Source: an optimization exercise on an open RTL-to-GDS flow (aim: small area). Production flows keep margins and buffers that such runs may drop.
In this exercise RTL edits were held to simulation tests only and were not proved equivalent to the original.
Power and IR drop assume default switching activity.

run A:
==> flow/design.v <==
module noise_latch (
    input  wire clk,
    input  wire reset,
    input  wire noise_in,
    output wire noise_out
);
    assign noise_out = noise_in;
endmodule
module diodController(
    input clk,
    input reset,
    input start,
    input noise_valid,
    output spi_mosi,
    output spi_clk,
    output spi_ss,
    output [7:0] debug_voltage,
    output spi_start,
    output varu,
    output [1:0] debug_window_count,
    output [2:0] debug_state,
    output debug_noise_valid_filter
);
    localparam [2:0] IDLE        = 3'd0;
    localparam [2:0] INIT        = 3'd1;
    localparam [2:0] TRANSMIT    = 3'd2;
    localparam [2:0] INCREASE    = 3'd3;
    localparam [2:0] PAUSE       = 3'd4;
    localparam [2:0] CHECK_NOISE = 3'd5;
    localparam [2:0] CALIBRATE   = 3'd6;
    wire noise;
    noise_latch latch (
        .clk(clk),
        .reset(reset),
        .noise_in(noise_valid),
        .noise_out(noise)
    );
    assign debug_noise_valid_filter = noise;
    reg [2:0] state;
    reg [2:0] prev_state;
    reg       just_reset;
    reg [7:0] voltage;
    reg [1:0] window_count;
    reg       noise_heard;
    reg [5:0] lo;
    reg [9:0] hi;
    wire s_idle  = state == IDLE;
    wire s_init  = state == INIT;
    wire s_tx    = state == TRANSMIT;
    wire s_inc   = state == INCREASE;
    wire s_pause = state == PAUSE;
    wire s_check = state == CHECK_NOISE;
    wire p_tx    = prev_state == TRANSMIT;
    wire end_init  = lo[5] & lo[1];
    wire end_tx    = hi[5] & hi[3] & hi[2] & hi[1] & lo[3] & lo[2];
    wire end_inc   = hi[9] & hi[5] & hi[1] & lo[3];
    wire end_pause = hi[2] & hi[1] & hi[0] & lo[4] & lo[3];
    wire end_check = hi[7] & hi[5] & hi[4] & hi[1] & hi[0] & lo[4] & lo[2];
    wire to_tx     = (s_init & end_init) | (s_check & end_check & ~&window_count);
    wire to_inc    = s_tx & end_tx;
    wire to_pause  = s_inc & end_inc;
    wire to_check  = s_pause & end_pause;
    wire to_calib  = s_check & end_check & &window_count;
    wire load      = s_idle | to_tx | to_pause | to_check;
    wire       wrap   = lo[5] & s_tx;
    wire       carry  = &lo[4:0];
    wire [4:0] lo_inc = wrap ? lo[4:0] : lo[4:0] + 5'd1;
    wire       lo5    = carry | (lo[5] & ~s_tx);
    wire       hi_up  = wrap | (lo[5] & carry);
    always @(posedge clk) begin
        if (load) begin
            hi <= 10'd0;
            lo <= 6'd31;
        end else begin
            hi <= to_inc ? 10'd0 : hi + {9'd0, hi_up};
            lo <= {lo5, lo_inc};
        end
        noise_heard <= noise | (noise_heard & prev_state == CHECK_NOISE);
    end
    always @(posedge clk or posedge reset) begin
        if (reset) begin
            state <= IDLE;
            prev_state <= IDLE;
            just_reset <= 1'b1;
            voltage <= 8'h00;
            window_count <= 2'd0;
        end else begin
            just_reset <= 1'b0;
            prev_state <= state;
            if (s_idle & start) state <= INIT;
            if (to_tx)    state <= TRANSMIT;
            if (to_inc)   state <= INCREASE;
            if (to_pause) state <= PAUSE;
            if (to_check) state <= CHECK_NOISE;
            if (to_calib) state <= CALIBRATE;
            if (to_pause & window_count == 2'd0) voltage <= voltage + 8'd1;
            if (s_check & end_check)
                window_count <= noise_heard ? window_count + 2'd1 : 2'd0;
        end
    end
    wire active = ~lo[5] & (p_tx | s_inc);
    assign spi_ss    = ~active;
    assign spi_clk   = active & lo[1];
    assign spi_mosi  = active & voltage[~lo[4:2]];
    assign spi_start = s_tx & p_tx;
    assign varu      = just_reset | (state == CALIBRATE);
    assign debug_voltage      = voltage;
    assign debug_window_count = window_count;
    assign debug_state        = prev_state;
endmodule
Settings: LEC_CHECK=0, CAP_MARGIN=20, CORE_MARGIN=2, CORE_UTILIZATION=40, SLEW_MARGIN=20; clock period 20.0 ns.
run.sh (not shown) runs the stock make flow with config.mk's settings and CLKGATE_MAP_FILE= SYNTH_SCRIPT=/design/flow/synth_recipe.tcl, a recipe that flattens the netlist after the stock synthesis.
Run A: no failed stages, no open violations at the end
Inputs modified between run A and run B:
==> flow/flow/run.sh (new file) <==
#!/bin/bash
set -euo pipefail
export BUFFER_PORTS_ARGS="-buffer_cell sky130_fd_sc_hd__buf_1"
export CTS_ARGS="-sink_clustering_enable -repair_clock_nets -dont_use_dummy_load"
bash standard.sh > standard.log 2>&1
==> flow/standard.sh (new file) <==
#!/bin/bash
# synth_recipe.tcl (not shown) runs the flow's synth.tcl, then flattens the netlist and writes it again
# the make line also repeats each setting of config.mk as NAME=value (left out here)
make -C /OpenROAD-flow-scripts/flow DESIGN_CONFIG=/design/flow/config.mk WORK_HOME=/design/flow/orfs CLKGATE_MAP_FILE= SYNTH_SCRIPT=/design/flow/synth_recipe.tcl "${@:-finish}"
removed: flow/run.sh
## What came out
The power of the sequential group was comparable across run A and run B. Diff run B..run A | synthesized cell count | unchanged. Run B against run A: clock-buffer cell count went down 2, top achievable clock speed went up about 9%, final clock period utilization by the worst path went down 3.9 points.
Modified inputs, run C compared to run B
--- a/flow/flow/run.sh
+++ b/flow/flow/run.sh
@@ -1,0 +2,2 @@
+# The standard layout, with smaller port buffers, no dummy clock loads,
+# and OpenROAD's area restructuring of the logic after floorplan.
@@ -2,0 +5 @@
+here=$(pwd)
@@ -4,0 +8 @@
+export POST_FLOORPLAN_TCL=$here/flow/rmp.tcl
==> flow/flow/rmp.tcl (new file) <==
# Area recovery on the combinational logic of the standard synthesis
# (registers are left as they are), run at the end of floorplan.
set rmp_lib [lindex $::env(LIB_FILES) 0]
set rmp_dir $::env(OBJECTS_DIR)/rmp
file mkdir $rmp_dir
report_design_area
for {set i 0} {$i < 4} {incr i} {
  restructure -liberty_file $rmp_lib -target area \
    -tielo_port sky130_fd_sc_hd__conb_1/LO -tiehi_port sky130_fd_sc_hd__conb_1/HI \
    -work_dir $rmp_dir
  # Give this pass's tie cells unique names so the next pass can add its own.
  foreach inst [[ord::get_db_block] getInsts] {
    set n [$inst getName]
    if {[string match "rmp_const*" $n]} { $inst rename "rmp${i}_[string range $n 4 end]" }
  }
  report_design_area
}
[summary]
Worst setup margin: run C and run B compared, lower one is run B. Run C vs. run B: layout buffering overhead excluding clock cells climbed 0.99 points, gate count after technology mapping barely changed, combinational share of power climbed 1.7 points, detailed-route wire length on metal 1 dropped about 7%. Wire length is higher on run B. Run B was larger in final cell area than run C. What run C reported for number of filler instances in the final layout has to be multiplied by 0.925 to get the figure for run B. Taking run C over run B, the first-pass GRT wire length ratio works out to 0.801. On clock latency at the later pin of the worst-skew pair, run C and run B are neck and neck.
Edits applied to the flow inputs when going from run C to run D:
==> flow/flow/run.sh <==
#!/bin/bash
set -euo pipefail
export BUFFER_PORTS_ARGS="-buffer_cell sky130_fd_sc_hd__buf_1"
export CTS_ARGS="-sink_clustering_enable -repair_clock_nets -dont_use_dummy_load -buf_list sky130_fd_sc_hd__clkbuf_8 -sink_clustering_size 40 -sink_clustering_max_diameter 300"
bash standard.sh > standard.log 2>&1
removed: flow/flow/rmp.tcl
==> notes.md <==
From run C to run D the numbers moved as follows: utilization moved up, worst setup slack saw a decrease, final area higher. Both conditions hold for run D: the flow ran to the end and the final layout passed the timing, design-rule and antenna checks. In the tables for run C and run D, shortest clock period the worst path allows after layout reads lower with run C. Transition time at the pin with the least slew margin (higher): run D. In the reports for run C and run D, the smaller overall power belongs to run C. On highest attainable clock frequency, run C tracks run D almost exactly. Final-layout worst hold slack was lower in run C than in run D. Between run C and run D, the final clock period utilization by the worst path does not differ in any meaningful way.
The following lists how run E was set up differently from run D:
==> flow/flow/run.sh <==
#!/bin/bash
set -euo pipefail
export BUFFER_PORTS_ARGS="-buffer_cell sky130_fd_sc_hd__buf_1"
export CTS_ARGS="-sink_clustering_enable -repair_clock_nets -dont_use_dummy_load"
export RECOVER_POWER=100
bash standard.sh > standard.log 2>&1
Findings:
- Run E ends up with higher amount of wire on met3 after detailed routing than run D does.
- Final area ends up higher on run D.
- On total length of routed met2 wires, run D and run E are neck and neck.
- [compare] base=run D new=run E: area occupied by multi-input gates decreased by about 0.9% relative to the old numbers, combinational fraction of design power decreased by 0.2 points relative to the old numbers, share of final layout cell area taken by clock buffers and inverters closely matched the old numbers, via-per-instance ratio increased by 0.38% relative to the old numbers, relative contribution of the clock network to total power closely matched the old numbers.

==> separate check: timing with driven ports <==
No port has a modelled driver above. Below, the same layouts with a new extraction and two added sets of constraints.
Step 1, drivers: a clkbuf_16 drives clk and a buf_2 each remaining input, both assumed.
Step 2 adds t to the input delays and takes it off the output delays; t is the mean of the earliest and latest rising clock arrival at the registers after step 1. Input paths then give back, and output paths get back, about the clock's delay inside the block.
a / b / c = ideal ports / drivers / drivers and shift; a / b = the first two.
| run | t, ns | setup WS [ns] | worst hold slack (ns) | worst setup path after step 2 | latest minus earliest clock arrival (ns) |
|---|---|---|---|---|---|
| run A | 0.304 | 10.966 / 10.942 / 10.942 | 0.509 / 0.509 / 0.509 | input to output | 0.011 / 0.011 |
| run B | 0.301 | 11.747 / 11.720 / 11.720 | 0.499 / 0.499 / 0.499 | input to output | 0.029 / 0.029 |
| run C | 0.303 | 11.758 / 11.735 / 11.735 | 0.434 / 0.434 / 0.434 | input to output | 0.011 / 0.011 |
| run D | 0.301 | 11.747 / 11.720 / 11.720 | 0.499 / 0.499 / 0.499 | input to output | 0.029 / 0.029 |
| run E | 0.300 | 11.747 / 11.720 / 11.720 | 0.499 / 0.499 / 0.499 | input to output | 0.030 / 0.029 |
After both steps every run listed still meets setup and hold.
